What follows belongs to an exercise in optimizing a design on an open flow for small area and a short achievable clock period; a production flow would make more cautious choices.
RTL that was checked went through simulation tests only; none was proved equivalent to the original.
The RTL of run 2 was laid out without a check of its function.

==> design/flow/run.sh <==
#!/bin/bash
# synth_recipe.tcl (not shown) runs the flow's synth.tcl, then flattens the netlist and writes it again
# the make line also repeats each setting of config.mk as NAME=value (left out here)
make -C /OpenROAD-flow-scripts/flow DESIGN_CONFIG=/design/flow/config.mk WORK_HOME=/design/flow/orfs CLKGATE_MAP_FILE= SYNTH_SCRIPT=/design/flow/synth_recipe.tcl finish
==> design/flow/config.mk <==
export PLATFORM = sky130hd
export DESIGN_NAME = t2c_maze_explorer
export DESIGN_NICKNAME = t2c_maze_explorer
export VERILOG_FILES = /design/flow/design.v
export SDC_FILE = /design/flow/constraint.sdc
export NUM_CORES = 4
export LEC_CHECK = 0
export CAP_MARGIN = 20
export CORE_MARGIN = 2
export CORE_UTILIZATION = 40
export SLEW_MARGIN = 20
==> design/flow/constraint.sdc <==
create_clock -name core_clock -period 9.0 [get_ports {clk}]
set_input_delay 1.8000 -clock core_clock [delete_from_list [all_inputs] [get_ports {clk}]]
set_output_delay 1.8000 -clock core_clock [all_outputs]
set_load 0.01 [all_outputs]
==> design/flow/design.v <==
module t2c_maze_explorer (
    input clk,
    input rst_n,
    input left,
    mid,
    right,   
    output reg [2:0] move
);
  parameter IDLE = 3'b000;
  parameter START = 3'b001;
  parameter MOVE = 3'b010;
  parameter DECIDE = 3'b011;
  parameter STOP = 3'b000;
  parameter FORWARD = 3'b001;
  parameter LEFT = 3'b010;
  parameter RIGHT = 3'b011;
  parameter U_TURN = 3'b100;
  reg [2:0] state, next_state;
  reg [1:0] flag;
  reg [80:0] mark;   
  function mk;
    input [3:0] x, y;
    begin
      if (x < 9 && y < 9) mk = mark[x*9+y];
      else mk = 1'b1;
    end
  endfunction
  reg [1:0] dirn;   
  reg [3:0] x_pos, y_pos, prev_x, prev_y;
  reg signed [3:0] dir_x[3:0], dir_y[3:0];
  reg [1:0] ways_blocked, ways;
  reg block;
  reg flag2;
  always @(posedge clk or negedge rst_n) begin
    if (!rst_n) begin
      state <= IDLE;
      mark <= 81'd0;   
      mark[4*9+8] <= 1;
      move <= STOP;
      dirn <= 2'b00;
      x_pos <= 4;
      y_pos <= 8;
      prev_x <= 4;
      prev_y <= 8;
      flag <= 0;
      flag2 <= 0;
    end else begin
      flag  <= flag + 1;
      state <= next_state;
      if (state == START) begin
        move <= STOP;
      end else if (state == DECIDE) begin
        prev_x <= x_pos;
        prev_y <= y_pos;
        if (mk(prev_x, prev_y) && block) begin
          if (x_pos < 9 && y_pos < 9) mark[x_pos*9+y_pos] <= 1;
        end
        flag <= 0;
        if (x_pos == 4 && y_pos == 0) begin
          if (!flag2) begin
            flag2 <= 1;
            if ((!left + !mid + !right == 1)) begin
              x_pos <= x_pos + dir_x[3];
              y_pos <= y_pos + dir_y[3];
              dirn  <= (dirn + 2) % 4;
              move  <= U_TURN;
            end else if (!left && dirn != 1 && !mk(x_pos+dir_x[0], y_pos+dir_y[0])) begin
              x_pos <= x_pos + dir_x[0];
              y_pos <= y_pos + dir_y[0];
              dirn  <= (dirn + 3) % 4;
              move  <= LEFT;
            end else if ( !mid && dirn != 0 && !mk(x_pos+dir_x[1], y_pos+dir_y[1])) begin
              x_pos <= x_pos + dir_x[1];
              y_pos <= y_pos + dir_y[1];
              move  <= FORWARD;
            end else if ( !right && dirn != 3 && !mk(x_pos+dir_x[2], y_pos+dir_y[2])) begin
              x_pos <= x_pos + dir_x[2];
              y_pos <= y_pos + dir_y[2];
              dirn  <= (dirn + 1) % 4;
              move  <= RIGHT;
            end
          end else if (!left && (x_pos + dir_x[0] == 4) && (y_pos + dir_y[0] == -1)) begin
            x_pos <= x_pos + dir_x[0];
            y_pos <= y_pos + dir_y[0];
            dirn  <= (dirn + 3) % 4;
            move  <= LEFT;
          end else if (!mid && (x_pos + dir_x[1] == 4) && (y_pos + dir_y[1] == -1)) begin
            x_pos <= x_pos + dir_x[1];
            y_pos <= y_pos + dir_y[1];
            move  <= FORWARD;
          end else if (!right && (x_pos + dir_x[2] == 4) && (y_pos + dir_y[2] == -1)) begin
            x_pos <= x_pos + dir_x[2];
            y_pos <= y_pos + dir_y[2];
            dirn  <= (dirn + 1) % 4;
            move  <= RIGHT;
          end else if (!left && !mk(x_pos+dir_x[0], y_pos+dir_y[0])) begin
            x_pos <= x_pos + dir_x[0];
            y_pos <= y_pos + dir_y[0];
            dirn  <= (dirn + 3) % 4;
            move  <= LEFT;
          end else if (!mid && !mk(x_pos+dir_x[1], y_pos+dir_y[1])) begin
            x_pos <= x_pos + dir_x[1];
            y_pos <= y_pos + dir_y[1];
            move  <= FORWARD;
          end else if (!right && !mk(x_pos+dir_x[2], y_pos+dir_y[2])) begin
            x_pos <= x_pos + dir_x[2];
            y_pos <= y_pos + dir_y[2];
            dirn  <= (dirn + 1) % 4;
            move  <= RIGHT;
          end
        end else if (!left && !mk(x_pos+dir_x[0], y_pos+dir_y[0])) begin
          x_pos <= x_pos + dir_x[0];
          y_pos <= y_pos + dir_y[0];
          dirn  <= (dirn + 3) % 4;
          move  <= LEFT;
        end else if (!mid && !mk(x_pos+dir_x[1], y_pos+dir_y[1])) begin
          x_pos <= x_pos + dir_x[1];
          y_pos <= y_pos + dir_y[1];
          move  <= FORWARD;
        end else if (!right && !mk(x_pos+dir_x[2], y_pos+dir_y[2])) begin
          x_pos <= x_pos + dir_x[2];
          y_pos <= y_pos + dir_y[2];
          dirn  <= (dirn + 1) % 4;
          move  <= RIGHT;
        end else begin
          x_pos <= x_pos + dir_x[3];
          y_pos <= y_pos + dir_y[3];
          if (x_pos < 9 && y_pos < 9) mark[x_pos*9+y_pos] <= 1;
          dirn <= (dirn + 2) % 4;
          move <= U_TURN;
        end
      end
    end
  end
  always @(*) begin
    case (dirn)
      2'b00: begin
        dir_x[0] = -1;
        dir_y[0] = 0;
        dir_x[1] = 0;
        dir_y[1] = -1;
        dir_x[2] = 1;
        dir_y[2] = 0;
        dir_x[3] = 0;
        dir_y[3] = 1;
      end
      2'b01: begin
        dir_x[0] = 0;
        dir_y[0] = -1;
        dir_x[1] = 1;
        dir_y[1] = 0;
        dir_x[2] = 0;
        dir_y[2] = 1;
        dir_x[3] = -1;
        dir_y[3] = 0;
      end
      2'b10: begin
        dir_x[0] = 1;
        dir_y[0] = 0;
        dir_x[1] = 0;
        dir_y[1] = 1;
        dir_x[2] = -1;
        dir_y[2] = 0;
        dir_x[3] = 0;
        dir_y[3] = -1;
      end
      2'b11: begin
        dir_x[0] = 0;
        dir_y[0] = 1;
        dir_x[1] = -1;
        dir_y[1] = 0;
        dir_x[2] = 0;
        dir_y[2] = -1;
        dir_x[3] = 1;
        dir_y[3] = 0;
      end
    endcase
    ways_blocked=(!left && mk(x_pos+dir_x[0], y_pos+dir_y[0])) +
    (!mid && mk(x_pos+dir_x[1], y_pos+dir_y[1])) + (!right && mk(x_pos+dir_x[2], y_pos+dir_y[2]));
    ways = !left + !mid + !right;
    block = (ways_blocked + 1 == ways);
    next_state = IDLE;
    case (state)
      IDLE: begin
        next_state = START;
      end
      START: begin
        if (flag == 2'b01) begin
          next_state = DECIDE;
        end else begin
          next_state = START;
        end
      end
      MOVE: begin
        next_state = DECIDE;
      end
      DECIDE: begin
        next_state = MOVE;
      end
    endcase
  end
endmodule
==> impl_metrics.toml, run 1 <==
[grt]
grt_max_degree = 73
antenna_found_initial = 0
grtUsageTotal_pct = 23.8
grt_pass1_wl_mm = 51.3
grt_pass1_vias = 8548
overflow = 0

[clock_network]
clkLatencyLatePin_ns = 0.37
cts_resized = 0
htree_levels = 3
cts_setup_buffers = 0
path_clk_slew_ns = 0.09
cts_made_buffers = 9
clockRootBuffer = "clkbuf_16"
cts_tree = "yes"
clockBufferDepth = 2
cts_hold_buf = 0
clkSinkCount = 107

[setup_path]
worstSetupEndpointType = "flip-flop"
critPathKind = "flip-flop to flip-flop"
crit_slowest_cell = "or4_1"
cp_data_arrival_time_ns = 8.73
ff2ff_path_depth = 30
crit_path_max_incr_delay_ns = 0.77
reg2reg_slack_ns = 0.56
cp_common_cell = "ha_1"
crit_path_max_fanout = 11
worstSetupStartpointType = "flip-flop"
required_ns = 9.29
cp_top_family = "adder cells"
rr_startpoint = "dirn[1]$_DFFE_PN0P_"
critPathBufInv = 4
r2r-end = "mark[26]$_DFFE_PN0P_"

[timing]
setup_viol_count_final = 0
finalSetupTns_ns = 0
grt_setup_unrepaired = "false"
slew_headroom_pct = 23.5
finalMaxSlewViolations = 0
period_needed_ns = 8.44
tightest_slew_ns = 1.15
hold_viol = 0
clock_skew_ns = 0.0151
finalCritPeriodShare_pct = 93.7
max_freq_mhz = 119

[yosys]
synth-edff-count = 0
syn_avg_cell_area_um2 = 10.5
synthArstFlopShare_pct = 100
ys_seq_elements = 107
synth_flop_cell = "dfrtp_1"
ys_warn_count = 3
syn_area_um2 = 10500
netlist_instances = 1005
ys_seq_area_share_pct = 25.5
synth_fp_nets = 1118
ys_types = 83

[final_layout]
final_common_cell = "dfrtp_1"
drive_above_1_share_pct = 14.8
fin_nets = 1105
mostFrequentLayoutCells = "102 x dfrtp_1, 91 x ha_1, 81 x mux4_2"
diodes = 0
final_util_pct = 42.9
area_growth_pct = 5.81

[floorplanning]
core_um2 = 26000
dieWidth_um = 166
ioPinCount = 8
num_rows = 59
die_h_um = 166
initial_utilization_pct = 40.5
die_area_um2 = 27600

[min_path]
hold_class = "flip-flop to flip-flop"
hp-start = "flag[0]$_DFF_PN0_"
whs_path_depth = 1
holdPathEnd = "flag[0]$_DFF_PN0_"

[job]
cap_viol_max_count = 0

[route]
drt-total-wl_mm = 32.3
firstDrtPassIters = 5
drc = 0
via_per_inst = 6.41
first_iter_violations = 937
antenna_left = 0
vias = 8534
routedWlPerCell_um = 24.2

[status]
status = "timing/DRC/antenna clean"

[placed_design]
dpl.hpwl_mm = 24.5
io_buffers = 7
place_congestion = 0.943
[synth_stat cells (5+ instances only)]
master | n | area (um2)
nand4_1 | 10 | 62.6
buf_6 | 7 | 78.8
a21o_1 | 55 | 413
a21oi_1 | 39 | 195
ha_1 | 92 | 1150
dfstp_2 | 5 | 131
o21a_1 | 5 | 37.5
nor2b_1 | 16 | 100
nor2_1 | 40 | 150
o2111ai_1 | 6 | 52.6
mux2i_1 | 28 | 280
inv_1 | 64 | 240
dfrtp_1 | 102 | 2550
or3_1 | 7 | 43.8
a211oi_1 | 8 | 60.1
buf_2 | 11 | 55.1
nor3b_1 | 5 | 37.5
nor3_1 | 12 | 60.1
nand3_1 | 53 | 265
mux2_2 | 7 | 78.8
o21ai_0 | 35 | 175
nand2_1 | 59 | 221
o21bai_1 | 38 | 285
xor2_1 | 22 | 193
nand2b_1 | 5 | 31.3
and3_1 | 11 | 68.8
fa_1 | 16 | 320
a22oi_1 | 6 | 45.0
xnor2_1 | 22 | 193
or2_2 | 6 | 37.5
o211ai_1 | 6 | 45.0
clkbuf_1 | 19 | 71.3
o31ai_1 | 7 | 52.6
mux4_2 | 81 | 1820
a31oi_1 | 12 | 75.1
[area by class of cell]
class,instances,area (um2)
Fill cell,2522,14800
Sequential cell,107,2680
Clock inverter,6,62.6
Tap cell,335,419
Multi-Input combinational cell,788,7320
Timing Repair Buffer,21,173
Clock buffer,10,239
Inverter,65,244
[kinds of logic (layout without fill, tap and decap cells)]
logic type / after synthesis / in the layout / share of synthesized area [%]
AO/OA/AOI/OAI: 272 / 272 / 18.5
XOR/XNOR: 46 / 46 / 3.97
adder cells (fa/ha/maj): 108 / 108 / 14.0
buffers and inverters: 110 / 102 / 5.08
flip-flops: 107 / 107 / 25.5
multiplexers: 118 / 118 / 21.1
AND/OR/NAND/NOR: 244 / 244 / 12.0
[layer usage]
metal	track usage [%]	up-vias	share of wire, %
met1	33.7	4272	44
met4	7.12	0	2.6
met3	4.41	59	7.8
li1	-	3818	-
met5	0	-	0
met2	37.3	385	46
[metrics by stage]
stage / hold slack (ns) / cell area, um2 / setup slack, ns / cells
after floorplan: 0.406 / 10500 / 2.18 / 1005
after detailed placement: 0.425 / 10800 / 0.422 / 1316
final: 0.428 / 11100 / 0.563 / 1332
after global routing: 0.482 / 11100 / 0.0181 / 1332
after CTS: 0.435 / 11100 / 0.345 / 1332
after global placement: 0.426 / 10800 / 0.604 / 1316
[worst reg2reg max path, delay by kind of cell (launching register included)]
family,cells,cell delay [ns]
compound gates,8,1.69
xor+xnor,3,1.23
fa+ha+maj,8,2.43
buf+inv,4,0.61
flops,1,0.47
mux,2,0.46
simple gates,5,1.46
[registers in the layout, summed over array words and instances (netlist names)]
| name | flops |
|---|---|
| flag2 | 1 |
| flag | 2 |
| prev_x | 4 |
| y_pos | 4 |
| state | 2 |
| x_pos | 4 |
| move | 3 |
| prev_y | 4 |
| mark | 81 |
| dirn | 2 |
[worst max-delay path by stage]
stage	startpoint	end	slack [ns]	cells after the start
2_1_floorplan	dirn[1]$_DFFE_PN0P_	mark[21]$_DFFE_PN0P_	2.18	30
3_5_place_dp	dirn[1]$_DFFE_PN0P_	mark[32]$_DFFE_PN0P_	0.42	30
3_3_place_gp	dirn[1]$_DFFE_PN0P_	mark[26]$_DFFE_PN0P_	0.60	30
4_1_cts	dirn[1]$_DFFE_PN0P_	mark[26]$_DFFE_PN0P_	0.35	30
6_report	dirn[1]$_DFFE_PN0P_	mark[26]$_DFFE_PN0P_	0.56	30
5_1_grt	dirn[1]$_DFFE_PN0P_	mark[21]$_DFFE_PN0P_	0.02	30
==> run 2: changes to the inputs <==
==> design/flow/design.v (replaced) <==
module t2c_maze_explorer (
    input clk,
    input rst_n,
    input left,
    mid,
    right,   
    output reg [2:0] move
);
  reg [1:0] st;         
  reg [3:0] x_pos, y_pos;
  reg [1:0] dirn;       
  reg flag2;
  reg cm;               
  reg bm;               
  reg pm;               
  reg mL, mF, mR;       
  wire [80:0] mark;     
  wire idle = ~st[1] & ~st[0];
  wire decide = st[1] & ~st[0];
  wire [8:0] xh, yh;    
  genvar gi, gj;
  generate
    for (gi = 0; gi < 9; gi = gi + 1) begin : g_dec
      assign xh[gi] = (x_pos == gi);
      assign yh[gi] = (y_pos == gi);
    end
  endgenerate
  wire [8:0] col_y;     
  wire [8:0] row_x;     
  generate
    for (gi = 0; gi < 9; gi = gi + 1) begin : g_pl
      wire [8:0] a, b;
      for (gj = 0; gj < 9; gj = gj + 1) begin : g_t
        assign a[gj] = mark[gi*9+gj] & yh[gj];
        assign b[gj] = mark[gj*9+gi] & xh[gj];
      end
      assign col_y[gi] = |a;
      assign row_x[gi] = |b;
    end
  endgenerate
  wire x_out = ~|xh;
  wire y_out = ~|yh;
  wire mE = y_out | (|(col_y[8:1] & xh[7:0])) | (x_pos >= 4'd8 && x_pos != 4'd15) |
            (x_pos == 4'd15 && col_y[0]);
  wire mW = y_out | (|(col_y[7:0] & xh[8:1])) | (x_pos == 4'd0) | (x_pos >= 4'd10) |
            (x_pos == 4'd9 && col_y[8]);
  wire mS = x_out | (|(row_x[8:1] & yh[7:0])) | (y_pos >= 4'd8 && y_pos != 4'd15) |
            (y_pos == 4'd15 && row_x[0]);
  wire mN = x_out | (|(row_x[7:0] & yh[8:1])) | (y_pos == 4'd0) | (y_pos >= 4'd10) |
            (y_pos == 4'd9 && row_x[8]);
  wire [3:0] nb = {mW, mS, mE, mN};
  always @(posedge clk) begin
    mF <= nb[dirn];
    mR <= nb[dirn+2'd1];
    mL <= nb[dirn+2'd3];
  end
  wire fL = ~left & ~mL;
  wire fF = ~mid & ~mF;
  wire fR = ~right & ~mR;
  wire nof = ~fL & ~fF & ~fR;
  wire block = (fL ^ fF ^ fR) & ~(fL & fF & fR);
  wire ways1 = ~(left ^ mid ^ right) & (left | mid | right);   
  wire at40 = (x_pos == 4'd4) && (y_pos == 4'd0);
  wire uf = at40 & ~flag2 & ways1;    
  wire sL = ~uf & fL;
  wire sF = ~uf & ~fL & fF;
  wire sR = ~uf & ~fL & ~fF & fR;
  wire sU = uf | (nof & ~at40);
  wire go = sL | sF | sR | sU;
  wire we = (pm & block) | (nof & ~at40);
  wire [3:0] xp = x_pos + 4'd1, xm = x_pos - 4'd1;
  wire [3:0] yp = y_pos + 4'd1, ym = y_pos - 4'd1;
  wire [1:0] dL = dirn + 2'd3, dR = dirn + 2'd1, dU = dirn + 2'd2;
  wire [7:0] nxt[0:3];
  assign nxt[0] = {x_pos, ym};
  assign nxt[1] = {xp, y_pos};
  assign nxt[2] = {x_pos, yp};
  assign nxt[3] = {xm, y_pos};
  wire [7:0] pL = nxt[dL], pF = nxt[dirn], pR = nxt[dR], pU = nxt[dU];
  always @(posedge clk or negedge rst_n) begin
    if (!rst_n) begin
      st <= 2'b00;
      move <= 3'd0;
      dirn <= 2'd0;
      x_pos <= 4'd4;
      y_pos <= 4'd8;
      flag2 <= 1'b0;
      cm <= 1'b1;
      bm <= 1'b1;
      pm <= 1'b1;
    end else begin
      st <= {st[1] | st[0], ~st[0]};
      if (decide) begin
        pm <= cm | we;
        if (at40) flag2 <= 1'b1;
        if (go) begin
          move <= {sU, sL | sR, sF | sR};
          dirn <= ({2{sL}} & dL) | ({2{sF}} & dirn) | ({2{sR}} & dR) | ({2{sU}} & dU);
          {x_pos, y_pos} <= ({8{sL}} & pL) | ({8{sF}} & pF) | ({8{sR}} & pR) | ({8{sU}} & pU);
          bm <= cm | we;
          cm <= sU & bm;
        end
      end
    end
  end
  wire [8:0] wa = xh & {9{decide & pm}};
  wire [8:0] wb = xh & {9{decide & ~at40}};
  wire [8:0] wr = (wa & {9{block}}) | (wb & {9{nof}});
  generate
    for (gi = 0; gi < 9; gi = gi + 1) begin : g_wi
      for (gj = 0; gj < 9; gj = gj + 1) begin : g_wj
        if (gi == 4 && gj == 8) begin : g_start
          assign mark[gi*9+gj] = 1'b1;
        end else begin : g_cell
          reg m;
          always @(posedge clk) m <= (m & ~idle) | (wr[gi] & yh[gj]);
          assign mark[gi*9+gj] = m;
        end
      end
    end
  endgenerate
endmodule
==> run 2 against run 1 <==
Compared with the run above: wire length decreased by 27%; via count decreased by 19%; first-iteration DRC count increased by 3.2%; die area decreased by 37%; core utilization increased by 0.66 points; hold slack improved by 0.045 ns; critical path type is now input pin to flip-flop; global-route usage increased by 2.7 points; still clean on timing, DRC and antenna; critical path depth decreased by 20; cell count decreased by 23%.
==> impl_metrics.toml, run 2 <==
[clock_network]
cts_setup_buffers = 0
clkLatencyLatePin_ns = 0.37
cts_made_buffers = 9
path_clk_slew_ns = 0.07
clockRootBuffer = "clkbuf_16"
clkSinkCount = 102
htree_levels = 3
clockBufferDepth = 2
cts_resized = 0
cts_tree = "yes"
cts_hold_buf = 0

[grt]
grt_max_degree = 79
grt_pass1_vias = 6321
antenna_found_initial = 0
overflow = 0
grt_pass1_wl_mm = 36.8
grtUsageTotal_pct = 26.5

[final_layout]
fin_nets = 827
num-fill-cells = 1654
diodes = 0
mostFrequentLayoutCells = "118 x nand2_1, 108 x o21ai_0, 83 x dfxtp_1"
area_growth_pct = 6.26
final_common_cell = "nand2_1"
reg_top3 = "g_wi.g_wj.g_cell.m x80, x_pos x4, y_pos x4"
fin_area_um2 = 6940
largest_reg_flops = 80
drive_above_1_share_pct = 5.95
regMostFlops = "g_wi.g_wj.g_cell.m"

[timing]
slew_headroom_pct = 35.0
fin_ws_ns = 4.33
whs_ns = 0.473
finalSetupTns_ns = 0
tightest_slew_ns = 0.975
finalMaxSlewViolations = 0
max_freq_mhz = 214
hold_viol = 0
grt_setup_unrepaired = "false"
clock_skew_ns = 0.0130
finalCritPeriodShare_pct = 51.9
period_needed_ns = 4.67
setup_viol_count_final = 0

[route]
first_iter_violations = 967
vias = 6880
routedWlPerCell_um = 23.0
via_per_inst = 6.73
firstDrtPassIters = 10
drt-total-wl_mm = 23.6
drc = 0
antenna_left = 0

[placed_design]
dpl_cell_area_um2 = 6610
io_buffers = 7
dpl.hpwl_mm = 15.6
dp_slack_ns = 4.01
place_congestion = 0.934

[setup_path]
cp_data_arrival_time_ns = 4.91
crit_slowest_cell = "or3_1"
worstSetupEndpointType = "flip-flop"
required_ns = 9.24
crit_path_max_incr_delay_ns = 0.55
crit_path_max_fanout = 12
worstSetupStartpointType = "input pin"
startpoint = "left"
rr_startpoint = "y_pos[0]$_DFFE_PN0P_"
ff2ff_path_depth = 10
critPathKind = "input pin to flip-flop"
crit_chain = "clkdlybuf4s50_1 > inv_1 > ha_1 > or3_1 > a2111oi_4 > or3_1 > inv_1 > a21oi_1 > o31ai_1 > a221o_1"

[floorplanning]
core_um2 = 15900
die_area_um2 = 17400
initial_utilization_pct = 41.0
dieWidth_um = 132
die_h_um = 132
num_rows = 46
ioPinCount = 8

[yosys]
synth_fp_nets = 875
ys_types = 68
synth-edff-count = 0
post-synth-top-count-cell = "nand2_1"
ys_top_cells_by_area = "dfxtp_1 25%, o21ai_0 8.3%, nand2_1 6.8%, a22oi_1 5.9%, dfrtp_1 5.4%"
synth.top_cell.area_share_pct = 25.4
syn_avg_cell_area_um2 = 7.69
syn_area_um2 = 6540
synthArstFlopShare_pct = 18.6
ys_warn_count = 1
yosys-top-cells-count = "118 x nand2_1, 108 x o21ai_0, 83 x dfxtp_1"
netlist_instances = 850
ys_seq_area_share_pct = 32.8
ys_seq_elements = 102
synth_flop_cell = "dfxtp_1"
synth_largest_area_cell = "dfxtp_1"

[min_path]
whs_path_depth = 2
hold_class = "flip-flop to flip-flop"
hp-start = "move[1]$_DFFE_PN0P_"

[job]
cap_viol_max_count = 0

[status]
status = "timing/DRC/antenna clean"
run 2: cell count changes after synthesis, moves of 21 or more:
cell and delta:
o21bai_1 -37, nand2_1 +59, inv_1 -40, clkbuf_1 +30, ha_1 -72, o21ai_0 +73
a21o_1 -53, mux4_2 -81, a22oi_1 +45, xor2_1 -21, dfxtp_1 +83, dfrtp_1 -88
nand3_1 -28
run 2: path summary, 6_finish.rpt:
path,endpoint,slack [ns]
worst max-delay path,x_pos[0]$_DFFE_PN0P_,4.33
worst min-delay path,move[1]$_DFFE_PN0P_,0.47
worst max register to register,x_pos[0]$_DFFE_PN0P_,5.20
worst min register to register,move[1]$_DFFE_PN0P_,0.47
max in group asynchronous,bm$_DFFE_PN1P_,6.76
min in group asynchronous,x_pos[3]$_DFFE_PN0P_,1.72
run 2: final cells by class:
class	instances	area [um2]	share of cell area (%)
multi-input combinational	641	3930	56.6
inverter	28	105	1.51
timing repair buffer	20	175	2.52
tap	216	270	3.89
sequential	102	2140	30.9
clock buffer	9	225	3.24
clock inverter	7	91.3	1.32
run 2: cell families after synthesis:
family / count (synthesis) / share of synthesized area (%)
compound gates: 338 / 34.3
fa+ha+maj: 20 / 3.83
simple gates: 264 / 19.1
mux: 16 / 2.49
xor+xnor: 3 / 0.402
flops: 102 / 32.8
buf+inv: 107 / 7.03
run 2: worst max-delay path: cells and delay by family:
kind                     cells  cell delay, ns
AND/OR/NAND/NOR              2            0.97
adder cells (fa/ha/maj)      1            0.29
buffers and inverters        3            0.67
AO/OA/AOI/OAI                4            1.18
run 2: metal layers:
layer,vias to the layer above,track usage [%],wire length [um]
li1,3092,-,-
met1,3297,35.6,9910
met2,418,41.4,10800
met3,73,4.73,2040
met4,0,12.2,837
met5,-,0,0
run 2: per-stage QoR:
step                      cells  utilization [%]
after floorplan             850                -
after global placement     1006             41.5
after detailed placement   1006             41.5
after CTS                  1022             43.5
after global routing       1023             43.6
final                      1023             43.6
==> run 3: changes to the inputs <==
--- a/design/flow/design.v
+++ b/design/flow/design.v
@@ -7,4 +7,9 @@
     output reg [2:0] move
 );
+  localparam STOP = 3'b000;
+  localparam FORWARD = 3'b001;
+  localparam LEFT = 3'b010;
+  localparam RIGHT = 3'b011;
+  localparam U_TURN = 3'b100;
   reg [1:0] st;         
   reg [3:0] x_pos, y_pos;
@@ -12,10 +17,9 @@
   reg flag2;
   reg cm;               
-  reg bm;               
   reg pm;               
-  reg mL, mF, mR;       
+  reg mL, mF, mR, mB;   
   wire [80:0] mark;     
-  wire idle = ~st[1] & ~st[0];
-  wire decide = st[1] & ~st[0];
+  wire idle = (st == 2'b00);
+  wire decide = (st == 2'b10);
   wire [8:0] xh, yh;    
   genvar gi, gj;
@@ -53,4 +57,5 @@
     mF <= nb[dirn];
     mR <= nb[dirn+2'd1];
+    mB <= nb[dirn+2'd2];
     mL <= nb[dirn+2'd3];
   end
@@ -58,28 +63,34 @@
   wire fF = ~mid & ~mF;
   wire fR = ~right & ~mR;
-  wire nof = ~fL & ~fF & ~fR;
+  wire nofree = ~fL & ~fF & ~fR;
   wire block = (fL ^ fF ^ fR) & ~(fL & fF & fR);
-  wire ways1 = ~(left ^ mid ^ right) & (left | mid | right);   
+  wire ways1 = (~left ^ ~mid ^ ~right) & ~(~left & ~mid & ~right);
   wire at40 = (x_pos == 4'd4) && (y_pos == 4'd0);
-  wire uf = at40 & ~flag2 & ways1;    
-  wire sL = ~uf & fL;
-  wire sF = ~uf & ~fL & fF;
-  wire sR = ~uf & ~fL & ~fF & fR;
-  wire sU = uf | (nof & ~at40);
-  wire go = sL | sF | sR | sU;
-  wire we = (pm & block) | (nof & ~at40);
-  wire [3:0] xp = x_pos + 4'd1, xm = x_pos - 4'd1;
-  wire [3:0] yp = y_pos + 4'd1, ym = y_pos - 4'd1;
-  wire [1:0] dL = dirn + 2'd3, dR = dirn + 2'd1, dU = dirn + 2'd2;
-  wire [7:0] nxt[0:3];
-  assign nxt[0] = {x_pos, ym};
-  assign nxt[1] = {xp, y_pos};
-  assign nxt[2] = {x_pos, yp};
-  assign nxt[3] = {xm, y_pos};
-  wire [7:0] pL = nxt[dL], pF = nxt[dirn], pR = nxt[dR], pU = nxt[dU];
+  reg go;               
+  reg [1:0] turn;       
+  always @(*) begin
+    go = 1'b1;
+    turn = 2'd2;
+    if (at40 && !flag2) begin
+      if (ways1) turn = 2'd2;
+      else if (fL && dirn != 2'd1) turn = 2'd3;
+      else if (fF && dirn != 2'd0) turn = 2'd0;
+      else if (fR && dirn != 2'd3) turn = 2'd1;
+      else go = 1'b0;
+    end else begin
+      if (fL) turn = 2'd3;
+      else if (fF) turn = 2'd0;
+      else if (fR) turn = 2'd1;
+      else if (at40) go = 1'b0;
+    end
+  end
+  wire we = (pm & block) | (nofree & ~at40);
+  wire [1:0] nd = dirn + turn;
+  wire [2:0] mv = (turn == 2'd0) ? FORWARD : (turn == 2'd1) ? RIGHT :
+                  (turn == 2'd2) ? U_TURN : LEFT;
   always @(posedge clk or negedge rst_n) begin
     if (!rst_n) begin
       st <= 2'b00;
-      move <= 3'd0;
+      move <= STOP;
       dirn <= 2'd0;
       x_pos <= 4'd4;
@@ -87,5 +98,4 @@
       flag2 <= 1'b0;
       cm <= 1'b1;
-      bm <= 1'b1;
       pm <= 1'b1;
     end else begin
@@ -95,16 +105,18 @@
         if (at40) flag2 <= 1'b1;
         if (go) begin
-          move <= {sU, sL | sR, sF | sR};
-          dirn <= ({2{sL}} & dL) | ({2{sF}} & dirn) | ({2{sR}} & dR) | ({2{sU}} & dU);
-          {x_pos, y_pos} <= ({8{sL}} & pL) | ({8{sF}} & pF) | ({8{sR}} & pR) | ({8{sU}} & pU);
-          bm <= cm | we;
-          cm <= sU & bm;
+          move <= mv;
+          dirn <= nd;
+          cm <= (turn == 2'd2) ? mB : 1'b0;
+          case (nd)
+            2'd0: y_pos <= y_pos - 4'd1;
+            2'd1: x_pos <= x_pos + 4'd1;
+            2'd2: y_pos <= y_pos + 4'd1;
+            2'd3: x_pos <= x_pos - 4'd1;
+          endcase
         end
       end
     end
   end
-  wire [8:0] wa = xh & {9{decide & pm}};
-  wire [8:0] wb = xh & {9{decide & ~at40}};
-  wire [8:0] wr = (wa & {9{block}}) | (wb & {9{nof}});
+  wire [8:0] wr = xh & {9{we & decide}};
   generate
     for (gi = 0; gi < 9; gi = gi + 1) begin : g_wi
--- a/design/flow/config.mk
+++ b/design/flow/config.mk
@@ -9,3 +9,4 @@
 export CORE_MARGIN = 2
 export CORE_UTILIZATION = 40
+export SETUP_SLACK_MARGIN = 5
 export SLEW_MARGIN = 20
==> run 3 against run 2 <==
Compared with the run above: critical path depth up 1; hold slack worse by 0.052 ns; fmax up 19%; first-iteration DRC count down 25%; register-to-register slack better by 0.07 ns; critical path type unchanged; synthesized cell count down 22%; global-route usage down 0.25 points; cell count down 19%; final area down 11%; via count down 23%.
==> impl_metrics.toml, run 3 <==
[yosys]
yosys-top-cells-count = "108 x nand2_1, 89 x o21ai_0, 84 x dfxtp_1"
synth_flop_cell = "dfxtp_1"
synth_xor_area_share_pct = 1.73
ys_seq_elements = 102
synthSimpleGateAreaFrac_pct = 17.1
synthMuxAreaShare_pct = 4.77
synth_top_family_by_area = "compound AO/OA/AOI/OAI gates"
ys_seq_area_share_pct = 38.8
syn_avg_cell_area_um2 = 8.27
synthArstFlopShare_pct = 17.6
syn_area_um2 = 5510
ys_types = 67
synth-edff-count = 0
ys_warn_count = 1
synth_fp_nets = 688
synth_compound_area_share_pct = 28.4
synth.top_cell.area_share_pct = 30.5
post-synth-top-count-cell = "nand2_1"
ys_top_cells_by_area = "dfxtp_1 31%, o21ai_0 8.1%, nand2_1 7.4%, dfrtp_1 6.4%, a22oi_1 4.1%"
synth_largest_area_cell = "dfxtp_1"
netlist_instances = 666
synthAdderAreaFrac_pct = 3.86

[final_layout]
diodes = 0
reg_top3 = "g_wi.g_wj.g_cell.m x80, x_pos x4, y_pos x4"
mostFrequentLayoutCells = "108 x nand2_1, 84 x dfxtp_1, 64 x o21ai_0"
drive_above_1_share_pct = 10.7
finalNonFillerCells = 830
fin_nets = 672
regMostFlops = "g_wi.g_wj.g_cell.m"
final_common_cell = "nand2_1"
area_growth_pct = 12.0
largest_reg_flops = 80

[timing]
finalMaxSlewViolations = 0
finalCritPeriodShare_pct = 43.5
slew_headroom_pct = 31.4
setup_viol_count_final = 0
period_needed_ns = 3.92
hold_viol = 0
tightest_slew_ns = 1.00
max_freq_mhz = 255
grt_setup_unrepaired = "true"
whs_ns = 0.420
clock_skew_ns = 0.0109
finalSetupTns_ns = 0

[grt]
grtUsageTotal_pct = 26.2
overflow = 0
antenna_found_initial = 0
grt_pass1_vias = 5071
grt_pass1_wl_mm = 29.2
grt_max_degree = 41

[clock_network]
cts_made_buffers = 9
cts_tree = "yes"
clockBufferDepth = 2
cts_hold_buf = 0
path_clk_slew_ns = 0.07
clkSinkCount = 102
htree_levels = 3
clkLatencyLatePin_ns = 0.36
clockRootBuffer = "clkbuf_16"

[floorplanning]
num_rows = 42
ioPinCount = 8
die_h_um = 121
dieWidth_um = 121
die_area_um2 = 14700
initial_utilization_pct = 41.3
core_um2 = 13300

[route]
routedWlPerCell_um = 22.8
drt-total-wl_mm = 18.9
drc = 0
firstDrtPassIters = 5
via_per_inst = 6.42
first_iter_violations = 722
vias = 5332
antenna_left = 0

[setup_path]
cp_data_arrival_time_ns = 4.19
crit_path_max_incr_delay_ns = 0.34
critPathKind = "input pin to flip-flop"
crit_slowest_cell = "ha_1"
critPathBufInv = 2
worstSetupStartpointType = "input pin"
cp_top_family = "simple AND/OR/NAND/NOR gates"
required_ns = 9.27
worstSetupEndpointType = "flip-flop"
crit_chain = "clkdlybuf4s15_1 > or2_1 > ha_1 > nor4_2 > a21oi_1 > nor2b_1 > a31oi_1 > nor2_4 > buf_4 > nand3_2 > o21ai_0"
crit_path_max_fanout = 9

[min_path]
hold_class = "flip-flop to flip-flop"

[job]
cap_viol_max_count = 0

[placed_design]
dpl.hpwl_mm = 12.9
place_congestion = 0.967
io_buffers = 7
placed_cells = 809

[status]
status = "timing/DRC/antenna clean"
-- run 3: changes by cell type in the layout (fill, tap and decap cells not counted), sizes merged, moves of 10 or more --
cell    previous run  this run
o21ai            108        91
nor3              30        11
a21oi             54        17
a22oi             51        30
nor2              31        21
nand2            119       108
a221oi            21         7
-- run 3: path summary, 6_finish.rpt --
kind | start | end | slack (ns) | cells after the start
worst max-delay path | left | g_wi[3].g_wj[7].g_cell.m$_DFF_P_ | 5.08 | 11
worst min-delay path | mB$_DFF_P_ | cm$_DFFE_PN1P_ | 0.42 | 2
worst max register to register | y_pos[0]$_DFFE_PN0P_ | x_pos[3]$_DFFE_PN0P_ | 5.27 | 12
worst min register to register | mB$_DFF_P_ | cm$_DFFE_PN1P_ | 0.42 | 2
max in group asynchronous | rst_n | move[2]$_DFFE_PN0P_ | 6.52 | 1
min in group asynchronous | rst_n | y_pos[2]$_DFFE_PN0P_ | 1.93 | 1
-- run 3: through the flow --
stage                     cell area [um2]  setup WS (ns)  util [%]
final                                6160           5.08      46.2
after global routing                 6160           4.94      46.2
after CTS                            6080           5.00      45.6
after detailed placement             5690           4.08      42.6
after global placement               5670           4.13      42.4
after floorplan                      5520           5.03         -
-- run 3: cell type report --
class | count | area, um2
clock buffer | 10 | 229
sequential | 102 | 2140
tap | 176 | 220
clock inverter | 5 | 56.3
inverter | 27 | 101
timing repair buffer | 19 | 188
fill | 1349 | 7180
multi-input combinational | 491 | 3230
-- run 3: worst register-to-register path: cells and delay by family, from the launching register on --
kind / cells / cell delay (ns)
and+or+nand+nor: 3 / 1.27
AOI/OAI and AO/OA: 3 / 0.71
adders and majority gates: 2 / 0.70
DFF: 1 / 0.44
xor gates and xnor gates: 3 / 0.39
buffers and inverters: 1 / 0.16
-- run 3: metal layers --
metal,track usage [%],routed length [um]
met1,34.5,7730
met2,41.7,8600
met3,5.12,1820
met4,11.8,769
met5,0,0
-- run 3: cell families after synthesis --
logic type      count (synthesis)
compound gates                235
xor+xnor                       10
fa+ha+maj                      17
buf+inv                        73
flops                         102
mux                            25
simple gates                  204
-- run 3: what timing repair did --
| item | CTS | global route |
|---|---|---|
| pin swaps | 6 | 4 |
| hold endpoints to repair | 0 | 0 |
| endpoints found under the setup margin | 86 | 74 |
| resized for setup | 21 | 37 |
| setup buffers | 4 | 2 |
==> run 4: changes to the inputs <==
--- a/design/flow/config.mk
+++ b/design/flow/config.mk
@@ -9,4 +9,3 @@
 export CORE_MARGIN = 2
 export CORE_UTILIZATION = 40
-export SETUP_SLACK_MARGIN = 5
 export SLEW_MARGIN = 20
==> run 4 against run 3 <==
Compared with the run above: clock skew is 0.0017 ns higher; cell count down 0.60%; largest cell class unchanged; die area unchanged; core utilization is 1.7 points lower; wire length increased by 0.65%; critical endpoint is now x_pos[3]$_DFFE_PN0P_; global-route usage is 0.32 points higher; critical path depth is the same; first-iteration DRC count decreased by 21%.
==> impl_metrics.toml, run 4 <==
[route]
firstDrtPassIters = 8
antenna_left = 0
via_per_inst = 6.48
drt-total-wl_mm = 19.0
first_iter_violations = 573
routedWlPerCell_um = 23.1
drc = 0
vias = 5343

[yosys]
ys_seq_area_share_pct = 38.8
ys_seq_elements = 102
synthArstFlopShare_pct = 17.6
ys_warn_count = 1
ys_types = 67
synth_largest_area_cell = "dfxtp_1"
synth-edff-count = 0
netlist_instances = 666
synth_fp_nets = 688
synth.top_cell.area_share_pct = 30.5
yosys-top-cells-count = "108 x nand2_1, 89 x o21ai_0, 84 x dfxtp_1"
post-synth-top-count-cell = "nand2_1"
syn_area_um2 = 5510
syn_avg_cell_area_um2 = 8.27
synth_flop_cell = "dfxtp_1"
ys_top_cells_by_area = "dfxtp_1 31%, o21ai_0 8.1%, nand2_1 7.4%, dfrtp_1 6.4%, a22oi_1 4.1%"

[timing]
finalMaxSlewViolations = 0
setup_viol_count_final = 0
finalCritPeriodShare_pct = 51.6
slew_headroom_pct = 28.0
max_freq_mhz = 215
finalSetupTns_ns = 0
tightest_slew_ns = 1.08
hold_viol = 0
clock_skew_ns = 0.0126
fin_ws_ns = 4.35
period_needed_ns = 4.65
grt_setup_unrepaired = "false"

[min_path]
whs_path_depth = 2
hp-start = "mB$_DFF_P_"
hold_class = "flip-flop to flip-flop"
holdPathEnd = "cm$_DFFE_PN1P_"

[grt]
grt_pass1_vias = 5038
grt_max_degree = 75
overflow = 0
use_met3_pct = 6.30
grtUsageTotal_pct = 26.6
antenna_found_initial = 0
grt_use_met1_pct = 34.2
gr-max-usage-layer = "met2"
grt_pass1_wl_mm = 29.3
grtUsageMet2_pct = 41.8

[setup_path]
crit_chain = "clkdlybuf4s50_1 > or2_2 > o31ai_1 > nand2_1 > a21boi_0 > ha_1 > xnor2_1 > xnor2_2 > or4_1 > a211oi_2 > xnor2_1"
crit_slowest_cell = "clkdlybuf4s50_1"
cp_common_cell = "xnor2_1"
critPathKind = "input pin to flip-flop"
crit_path_max_fanout = 9
r2r-end = "x_pos[3]$_DFFE_PN0P_"
ff2ff_path_depth = 13
cp_data_arrival_time_ns = 4.92
worstSetupEndpointType = "flip-flop"
worstSetupStartpointType = "input pin"
reg2reg_slack_ns = 4.95
required_ns = 9.27
rr_startpoint = "y_pos[1]$_DFFE_PN0P_"
crit_path_max_incr_delay_ns = 0.52

[placed_design]
io_buffers = 7
dpl_cell_area_um2 = 5670
dp_slack_ns = 3.96
dpl.hpwl_mm = 13.1
place_congestion = 0.987

[final_layout]
fin_area_um2 = 5940
final_common_cell = "nand2_1"
diodes = 0
mostFrequentLayoutCells = "108 x nand2_1, 89 x o21ai_0, 84 x dfxtp_1"
largest_reg_flops = 80
regMostFlops = "g_wi.g_wj.g_cell.m"
drive_above_1_share_pct = 6.47
num-fill-cells = 1379
fin_nets = 667
area_growth_pct = 7.86
reg_top3 = "g_wi.g_wj.g_cell.m x80, x_pos x4, y_pos x4"
final_util_pct = 44.5

[floorplanning]
num_rows = 42
ioPinCount = 8
die_area_um2 = 14700
initial_utilization_pct = 41.3
die_h_um = 121
dieWidth_um = 121
core_um2 = 13300

[clock_network]
clockBufferDepth = 2
cts_made_buffers = 9
cts_resized = 0
clockRootBuffer = "clkbuf_16"
htree_levels = 3
clkSinkCount = 102
path_clk_slew_ns = 0.06
cts_setup_buffers = 0
cts_hold_buf = 0
cts_tree = "yes"
clkLatencyLatePin_ns = 0.36

[job]
cap_viol_max_count = 0

[status]
status = "timing/DRC/antenna clean"
==> run 4: cell counts after synthesis <==
Identical to the previous run, type by type.
==> run 4: kinds of logic (layout without fill, tap and decap cells) <==
group	count (synthesis)	count (layout)	share of synthesized area [%]
AO/OA/AOI/OAI	235	235	28.4
XOR/XNOR	10	10	1.73
adder cells (fa/ha/maj)	17	17	3.86
buffers and inverters	73	56	5.27
flip-flops	102	102	38.8
multiplexers	25	25	4.77
AND/OR/NAND/NOR	204	204	17.1
==> run 4: layout make-up <==
class                           instances  area [um2]  share of cell area [%]
Timing Repair Buffer                   14         123                    2.06
Sequential cell                       102        2140                    36.0
Multi-Input combinational cell        491        3090                    52.0
Clock buffer                           11         243                    4.09
Clock inverter                          4        28.8                   0.485
Tap cell                              176         220                    3.71
Inverter                               27         101                    1.71
==> run 4: metrics by stage <==
stage          std cells  hold WS, ns
2_1_floorplan        666        0.375
3_3_place_gp         810        0.391
3_5_place_dp         810        0.407
4_1_cts              825        0.424
5_1_grt              825        0.454
6_report             825        0.426
==> run 4: routing by layer <==
metal	part of all wire, %	vias to the layer above
met2	46	307
met4	4.5	0
met3	8.1	71
li1	-	2405
met1	42	2560
met5	0	-
==> run 4: worst max path at each step <==
stage                     startpoint                                to  cells past startpoint
after CTS                      right              x_pos[3]$_DFFE_PN0P_                     11
after global placement         right              x_pos[3]$_DFFE_PN0P_                     11
after floorplan                 left              x_pos[3]$_DFFE_PN0P_                     12
after detailed placement       right              x_pos[3]$_DFFE_PN0P_                     11
after global routing             mid  g_wi[7].g_wj[6].g_cell.m$_DFF_P_                     10
final                          right              x_pos[3]$_DFFE_PN0P_                     11
==> run 4: worst max-delay path, delay by kind of cell <==
| family | cells | cell delay (ns) |
|---|---|---|
| AO/OA/AOI/OAI | 3 | 0.89 |
| XOR/XNOR | 3 | 0.51 |
| adder cells (fa/ha/maj) | 1 | 0.25 |
| buffers and inverters | 1 | 0.52 |
| AND/OR/NAND/NOR | 3 | 0.94 |

static timing again, ports no longer ideal:
No port has a modelled driver above. Below, the same layouts with a new extraction and two added sets of constraints.
Step 1 sets driving cells, clkbuf_16 on the clock port and buf_2 on the other inputs (assumed; they add their load-dependent delay and slew).
Step 2, shift: input delay + t, output delay - t, t = (earliest + latest rising clock arrival at the registers) / 2. This alone moves slack from input paths to output paths.
a / b / c = no drivers / after step 1 / after step 2; a / b = the first two.
run	t, ns	setup slack, ns	latest minus earliest clock arrival (ns)	slew at the worst register clock pin (ns)	cell pins on the clock port's net
run 1	0.406	0.563 / 0.563 / 0.563	0.015 / 0.015	0.09 / 0.09	1
run 2	0.407	4.329 / 4.352 / 3.945	0.013 / 0.014	0.09 / 0.09	1
run 3	0.399	5.081 / 5.097 / 4.698	0.011 / 0.011	0.07 / 0.07	1
run 4	0.394	4.352 / 4.369 / 3.975	0.013 / 0.012	0.07 / 0.07	1
After both steps every run listed still meets setup and hold. The setup slack of run 2, which loses most, moves by +0.023 ns with the drivers and by -0.384 ns with both steps.
